From an optimization exercise on the open Yosys and OpenROAD flow, aimed at small area; shortcuts taken in it are not production practice.
Only simulation tests tie the RTL to the original design; equivalence was not proved.
Power figures rest on the tool's default switching activity, not on a simulated workload.

## poly_top
module poly_top #(
	parameter a = 2,
	parameter b = 4,
	parameter c = 6,
	parameter data_width = 32
)
(
	input wire clk,rst,
	input wire [data_width-1:0] x,
	input wire in_valid,
	output wire [data_width-1:0] y,
	output wire out_valid,
	output wire [1:0] state
);
Size: ~530 cells after synthesis.
export LEC_CHECK = 0
export CAP_MARGIN = 10
export CORE_MARGIN = 2
export CORE_UTILIZATION = 72
export CTS_BUF_LIST = sky130_fd_sc_hd__clkbuf_8
export CTS_CLUSTER_SIZE = 20
export SLEW_MARGIN = 10
export SYNTH_HIERARCHICAL = 1
export SYNTH_MINIMUM_KEEP_SIZE = 0
create_clock -name core_clock -period 9.0 [get_ports {clk}]
standard.sh (not shown) runs the stock make flow with config.mk's settings and CLKGATE_MAP_FILE= SYNTH_SCRIPT=/design/flow/synth_recipe.tcl, a recipe that flattens the netlist after the stock synthesis.
==> flow/flow/run.sh <==
#!/bin/bash
# The standard layout (standard.sh, with the standard synthesis) with these changes:
# - after floorplan, every cell is set to its lowest drive strength (downsize.tcl);
#   timing repair upsizes the cells that need it;
# - global placement keeps none of its timing-driven buffering (GPL_KEEP_OVERFLOW=0);
# - power recovery downsizes cells with slack to spare after global routing;
# - the port buffers use the smallest buffer cell;
# - clock tree synthesis uses clkbuf_8 and adds no dummy loads.
# Each make run's full output goes to its own log file here.
set -euo pipefail
bash standard.sh synth > synth.log 2>&1
bash standard.sh \
	"POST_FLOORPLAN_TCL=$PWD/flow/downsize.tcl" \
	"GPL_KEEP_OVERFLOW=0" "RECOVER_POWER=100" \
	"BUFFER_PORTS_ARGS=-buffer_cell sky130_fd_sc_hd__buf_1" \
	"CTS_ARGS=-sink_clustering_enable -repair_clock_nets -sink_clustering_size 20 -root_buf sky130_fd_sc_hd__clkbuf_8 -buf_list sky130_fd_sc_hd__clkbuf_4 -dont_use_dummy_load" \
	finish > layout.log 2>&1
==> flow/flow/downsize.tcl <==
# Before placement, give every cell the lowest drive strength of its kind
# (name ending _1); timing repair later upsizes the cells that need it.
set n 0
foreach inst [get_cells *] {
  set master [get_property $inst ref_name]
  if { [regexp {^(sky130_fd_sc_hd__\w+)_([0-9]+)$} $master -> base drive] && $drive > 1 } {
    set target ${base}_1
    if { [llength [get_lib_cells -quiet $target]] > 0 } {
      replace_cell $inst $target
      incr n
    }
  }
}
puts "downsize.tcl: $n cells set to drive strength 1"
Rerun with:
--- a/flow/flow/run.sh
+++ b/flow/flow/run.sh
@@ -14,4 +14,4 @@
 	"GPL_KEEP_OVERFLOW=0" "RECOVER_POWER=100" \
 	"BUFFER_PORTS_ARGS=-buffer_cell sky130_fd_sc_hd__buf_1" \
-	"CTS_ARGS=-sink_clustering_enable -repair_clock_nets -sink_clustering_size 20 -root_buf sky130_fd_sc_hd__clkbuf_8 -buf_list sky130_fd_sc_hd__clkbuf_4 -dont_use_dummy_load" \
+	"CTS_ARGS=-sink_clustering_enable -repair_clock_nets -sink_clustering_size 20 -buf_list sky130_fd_sc_hd__clkbuf_8 -dont_use_dummy_load" \
 	finish > layout.log 2>&1
Final area is unchanged; register-to-register slack hardly moves; synthesized cell count stays the same; setup slack stays the same; final cell count is unchanged; non-clock buffer count does not change.


== v6 ==
poly_top, a different RTL version from the one above (not shown whole).
clock: 9.0 ns
lec_check: 0
cap_margin: 0
core_margin: 2
core_utilization: 60
cts_buf_list: sky130_fd_sc_hd__clkbuf_8
cts_cluster_size: 20
slew_margin: 0
synth_hierarchical: 1
synth_minimum_keep_size: 0
==> flow/flow/run.sh <==
#!/bin/bash
# The standard layout (standard.sh, with the standard synthesis) with three changes:
# the port buffers use the smallest buffer cell, clock tree synthesis adds no
# dummy loads, and the flip-flops of x1 get a stronger drive before placement.
# Each make run's full output goes to its own log file here.
set -euo pipefail
bash standard.sh synth > synth.log 2>&1
bash standard.sh \
	"GPL_KEEP_OVERFLOW=0" "RECOVER_POWER=100" \
	"BUFFER_PORTS_ARGS=-buffer_cell sky130_fd_sc_hd__buf_1" \
	"CTS_ARGS=-sink_clustering_enable -repair_clock_nets -sink_clustering_size 20 -buf_list sky130_fd_sc_hd__clkbuf_8 -dont_use_dummy_load" \
	finish > layout.log 2>&1
#### Input delta (v7 over v6)
diff --git a/flow/flow/run.sh b/flow/flow/run.sh
--- a/flow/flow/run.sh
+++ b/flow/flow/run.sh
@@ -8,3 +8,3 @@
 bash standard.sh \
-	"GPL_KEEP_OVERFLOW=0" "RECOVER_POWER=100" \
+	"POST_FLOORPLAN_TCL=$PWD/flow/upsize.tcl" \
 	"BUFFER_PORTS_ARGS=-buffer_cell sky130_fd_sc_hd__buf_1" \
==> flow/flow/upsize.tcl (new file) <==
foreach inst [get_cells {x1*}] {
  replace_cell $inst sky130_fd_sc_hd__dfxtp_2
}
Notes after the runs:
met3 track demand over resource in global routing for v7: 1.0 points up relative to v6. Sort v6 and v7 by worst-case hold slack desc -> top: v6. Relative to v6, clock network fraction of design power has decreased by 0.3 points in v7. Final wirelength (v7 vs. v6) decreases slightly.


Another version of the RTL of poly_top (not shown whole).
For scale: ~580 cells after synthesis.
export LEC_CHECK = 0
export CAP_MARGIN = 0
export CORE_MARGIN = 2
export CORE_UTILIZATION = 60
export CTS_BUF_LIST = sky130_fd_sc_hd__clkbuf_8
export CTS_CLUSTER_SIZE = 20
export SLEW_MARGIN = 0
export SYNTH_HIERARCHICAL = 1
export SYNTH_MINIMUM_KEEP_SIZE = 0
create_clock -name core_clock -period 9.0 [get_ports {clk}]
==> flow/flow/run.sh <==
#!/bin/bash
# The standard layout (standard.sh, with the standard synthesis) with three changes:
# the port buffers use the smallest buffer cell, clock tree synthesis adds no
# dummy loads, and the flip-flops of x1 get a stronger drive before placement.
# Each make run's full output goes to its own log file here.
set -euo pipefail
bash standard.sh synth > synth.log 2>&1
bash standard.sh \
	"GPL_KEEP_OVERFLOW=0" "RECOVER_POWER=100" \
	"BUFFER_PORTS_ARGS=-buffer_cell sky130_fd_sc_hd__buf_1" \
	"CTS_ARGS=-sink_clustering_enable -repair_clock_nets -sink_clustering_size 20 -buf_list sky130_fd_sc_hd__clkbuf_8 -dont_use_dummy_load" \
	finish > layout.log 2>&1
Rerun with:
==> flow/flow/run.sh (replaced) <==
#!/bin/bash
# The standard layout (standard.sh, with the standard synthesis) with these changes:
# - after floorplan, every cell is set to its lowest drive strength (downsize.tcl);
#   timing repair upsizes the cells that need it;
# - global placement keeps none of its timing-driven buffering (GPL_KEEP_OVERFLOW=0);
# - power recovery downsizes cells with slack to spare after global routing;
# - the port buffers use the smallest buffer cell;
# - clock tree synthesis uses clkbuf_8 and adds no dummy loads.
# Each make run's full output goes to its own log file here.
set -euo pipefail
bash standard.sh synth > synth.log 2>&1
bash standard.sh \
	"POST_FLOORPLAN_TCL=$PWD/flow/downsize.tcl" \
	"GPL_KEEP_OVERFLOW=0" "RECOVER_POWER=100" \
	"BUFFER_PORTS_ARGS=-buffer_cell sky130_fd_sc_hd__buf_1" \
	"CTS_ARGS=-sink_clustering_enable -repair_clock_nets -sink_clustering_size 20 -buf_list sky130_fd_sc_hd__clkbuf_8 -dont_use_dummy_load" \
	finish > layout.log 2>&1
==> flow/flow/downsize.tcl (new file) <==
# Before placement, give every cell the lowest drive strength of its kind
# (name ending _1); timing repair later upsizes the cells that need it.
set n 0
foreach inst [get_cells *] {
  set master [get_property $inst ref_name]
  if { [regexp {^(sky130_fd_sc_hd__\w+)_([0-9]+)$} $master -> base drive] && $drive > 1 } {
    set target ${base}_1
    if { [llength [get_lib_cells -quiet $target]] > 0 } {
      replace_cell $inst $target
      incr n
    }
  }
}
puts "downsize.tcl: $n cells set to drive strength 1"
- CORE_UTILIZATION: 60 -> 72
=> The new run finished clean; sequential power came out lower by about 2%; global-route usage came out higher by 1.6 points; combinational power is about the same.
Rerun with:
- CORE_UTILIZATION: 72 -> 60
Effect: Global-route usage went down by 3.7 points. Synthesized area stays the same. Total power went down by 2.4%. Cell area went up by 0.58%. Clock power went down by about 2%. Sequential cell count is unchanged. Utilization went down by 13 points. Via count went down by 0.82%. Count of clock-buffer cells in the layout does not change.


Setup of harbor:
poly_top with an RTL version that a note above also has.
For scale: roughly 650 cells after synthesis, about 70 I/O pins, about 7500 sq um of cells after synthesis.
export LEC_CHECK = 0
export CAP_MARGIN = 0
export CORE_MARGIN = 2
export CORE_UTILIZATION = 60
export CTS_BUF_LIST = sky130_fd_sc_hd__clkbuf_8
export CTS_CLUSTER_SIZE = 20
export SLEW_MARGIN = 0
export SYNTH_HIERARCHICAL = 1
export SYNTH_MINIMUM_KEEP_SIZE = 0
create_clock -name core_clock -period 9.0 [get_ports {clk}]
==> flow/flow/run.sh <==
#!/bin/bash
# The standard layout (standard.sh, with the standard synthesis) with three changes:
# the port buffers use the smallest buffer cell, clock tree synthesis adds no
# dummy loads, and the flip-flops of x1 get a stronger drive before placement.
# Each make run's full output goes to its own log file here.
set -euo pipefail
bash standard.sh synth > synth.log 2>&1
bash standard.sh \
	"GPL_KEEP_OVERFLOW=0" "RECOVER_POWER=100" \
	"BUFFER_PORTS_ARGS=-buffer_cell sky130_fd_sc_hd__buf_1" \
	"CTS_ARGS=-sink_clustering_enable -repair_clock_nets -sink_clustering_size 60 -sink_clustering_max_diameter 300 -buf_list sky130_fd_sc_hd__clkbuf_8 -dont_use_dummy_load" \
	finish > layout.log 2>&1
Input-level comparison between ember and harbor:
diff --git a/flow/flow/run.sh b/flow/flow/run.sh
--- a/flow/flow/run.sh
+++ b/flow/flow/run.sh
@@ -10,3 +10,3 @@
 	"BUFFER_PORTS_ARGS=-buffer_cell sky130_fd_sc_hd__buf_1" \
-	"CTS_ARGS=-sink_clustering_enable -repair_clock_nets -sink_clustering_size 60 -sink_clustering_max_diameter 300 -buf_list sky130_fd_sc_hd__clkbuf_8 -dont_use_dummy_load" \
+	"CTS_ARGS=-sink_clustering_enable -repair_clock_nets -sink_clustering_size 100 -sink_clustering_max_diameter 500 -buf_list sky130_fd_sc_hd__clkbuf_16 -dont_use_dummy_load" \
 	finish > layout.log 2>&1
Notes after the runs:
Every stage of the flow completed for ember, and the final layout passed the timing, DRC and antenna checks. Having completed the whole flow, harbor delivered a layout that passed the timing, DRC and antenna checks. Changes observed in ember relative to harbor: sequential share of layout area moved down; sequential power stayed essentially flat. Taking harbor as the reference, in ember reg2reg setup slack now sits lower, fmax decreased by 0.00045 GHz relative to the old numbers, combinational share of power shrank by 2.7 points, ratio of final minimum period to clock period higher. ember — fraction of layout cells with a size suffix above 1 0.15 points lower, harbor as reference. ember vs. harbor: final total power up 5.1%, count of cells along the worst register-to-register path flat, routed wire length flat, remaining routing DRC violations flat.
[inputs] lagoon vs ember
diff --git a/flow/flow/run.sh b/flow/flow/run.sh
--- a/flow/flow/run.sh
+++ b/flow/flow/run.sh
@@ -8,5 +8,5 @@
 bash standard.sh \
-	"GPL_KEEP_OVERFLOW=0" "RECOVER_POWER=100" \
+	"POST_FLOORPLAN_TCL=$PWD/flow/upsize.tcl" "GPL_KEEP_OVERFLOW=0" "RECOVER_POWER=100" \
 	"BUFFER_PORTS_ARGS=-buffer_cell sky130_fd_sc_hd__buf_1" \
-	"CTS_ARGS=-sink_clustering_enable -repair_clock_nets -sink_clustering_size 100 -sink_clustering_max_diameter 500 -buf_list sky130_fd_sc_hd__clkbuf_16 -dont_use_dummy_load" \
+	"CTS_ARGS=-sink_clustering_enable -repair_clock_nets -sink_clustering_size 20 -buf_list sky130_fd_sc_hd__clkbuf_8 -dont_use_dummy_load" \
 	finish > layout.log 2>&1
==> flow/flow/upsize.tcl (new file) <==
foreach inst [get_cells {x1*}] {
  replace_cell $inst sky130_fd_sc_hd__dfxtp_2
}
Findings:
- Sequential power essentially unchanged between ember and lagoon.
- Summary — synthesis-to-finish area growth, lagoon relative to ember: lower, by 0.81 points.
- There was hardly any difference in clock-buffer cell count between lagoon and ember.


poly_top, a different RTL version from the one above (not shown whole).
Size in the first run: ~520 cells after synthesis, ~70 I/O pins, ~0.0069 mm^2 of cells after synthesis.
Settings: LEC_CHECK=0, CAP_MARGIN=10, CORE_MARGIN=2, CORE_UTILIZATION=86, CTS_BUF_LIST=sky130_fd_sc_hd__clkbuf_8, CTS_CLUSTER_SIZE=20, SLEW_MARGIN=10, SYNTH_HIERARCHICAL=1, SYNTH_MINIMUM_KEEP_SIZE=0; clock period 9.0 ns.
==> flow/flow/run.sh <==
#!/bin/bash
# The standard layout (standard.sh, with the standard synthesis) with these changes:
# - after floorplan, every cell is set to its lowest drive strength (downsize.tcl);
#   timing repair upsizes the cells that need it;
# - global placement keeps none of its timing-driven buffering (GPL_KEEP_OVERFLOW=0);
# - power recovery downsizes cells with slack to spare after global routing;
# - the port buffers use the smallest buffer cell;
# - clock tree synthesis uses clkbuf_8 and adds no dummy loads.
# Each make run's full output goes to its own log file here.
set -euo pipefail
bash standard.sh synth > synth.log 2>&1
bash standard.sh \
	"POST_FLOORPLAN_TCL=$PWD/flow/downsize.tcl" \
	"GPL_KEEP_OVERFLOW=0" "RECOVER_POWER=100" \
	"BUFFER_PORTS_ARGS=-buffer_cell sky130_fd_sc_hd__buf_1" \
	"CTS_ARGS=-sink_clustering_enable -repair_clock_nets -sink_clustering_size 32 -sink_clustering_max_diameter 150 -sink_clustering_levels 1 -buf_list sky130_fd_sc_hd__clkbuf_8 -dont_use_dummy_load" \
	finish > layout.log 2>&1
==> flow/flow/downsize.tcl <==
# Before placement, give every cell the lowest drive strength of its kind
# (name ending _1); timing repair later upsizes the cells that need it.
set n 0
foreach inst [get_cells *] {
  set master [get_property $inst ref_name]
  if { [regexp {^(sky130_fd_sc_hd__\w+)_([0-9]+)$} $master -> base drive] && $drive > 1 } {
    set target ${base}_1
    if { [llength [get_lib_cells -quiet $target]] > 0 } {
      replace_cell $inst $target
      incr n
    }
  }
}
puts "downsize.tcl: $n cells set to drive strength 1"
The starting point passed the timing, DRC and antenna checks.
Edit:
--- a/flow/flow/run.sh
+++ b/flow/flow/run.sh
@@ -15,3 +15,3 @@
 	"BUFFER_PORTS_ARGS=-buffer_cell sky130_fd_sc_hd__buf_1" \
-	"CTS_ARGS=-sink_clustering_enable -repair_clock_nets -sink_clustering_size 32 -sink_clustering_max_diameter 150 -sink_clustering_levels 1 -buf_list sky130_fd_sc_hd__clkbuf_8 -dont_use_dummy_load" \
+	"CTS_ARGS=-sink_clustering_enable -repair_clock_nets -sink_clustering_size 20 -buf_list sky130_fd_sc_hd__clkbuf_8 -dont_use_dummy_load" \
 	finish > layout.log 2>&1
- CORE_UTILIZATION: 86 -> 80
Count of clock-buffer cells in the layout stays the same.
Design area hardly moves.
Maximum frequency goes up by 0.44%.
Clock skew is about the same.

[separate check: timing with driven ports]
The results above use ideal ports. As a check the final layouts listed here were re-extracted and re-timed, cells and wires unchanged. Step 1, drivers: a clkbuf_16 drives clk and a buf_2 each remaining input, both assumed. Step 2 adds t to the input delays and takes it off the output delays; t is the mean of the earliest and latest rising clock arrival at the registers after step 1. Input paths then give back, and output paths get back, about the clock's delay inside the block. Three values: ideal ports, drivers, drivers and shift; two values: the first two.
run | shift t [ns] | setup WS [ns] | clock arrival spread, ns
the first run of note 1 | 0.378 | 0.352 / 0.352 / 0.352 | 0.041 / 0.041
the second run of note 1 | 0.378 | 0.352 / 0.352 / 0.352 | 0.041 / 0.041
v6 | 0.408 | 0.351 / 0.351 / 0.351 | 0.029 / 0.029
v7 | 0.402 | 0.866 / 0.866 / 0.866 | 0.031 / 0.031
the first run of note 3 | 0.401 | 0.469 / 0.469 / 0.469 | 0.034 / 0.033
the second run of note 3 | 0.379 | 0.271 / 0.271 / 0.271 | 0.026 / 0.026
the third run of note 3 | 0.403 | 0.484 / 0.484 / 0.484 | 0.021 / 0.021
harbor | 0.408 | 0.351 / 0.351 / 0.351 | 0.029 / 0.029
ember | 0.380 | 0.317 / 0.317 / 0.317 | 0.019 / 0.019
lagoon | 0.394 | 0.666 / 0.666 / 0.666 | 0.036 / 0.035
the first run of note 5 | 0.384 | 0.461 / 0.461 / 0.461 | 0.036 / 0.036
the second run of note 5 | 0.388 | 0.498 / 0.498 / 0.498 | 0.034 / 0.034
After both steps setup and hold are still met in every run listed.
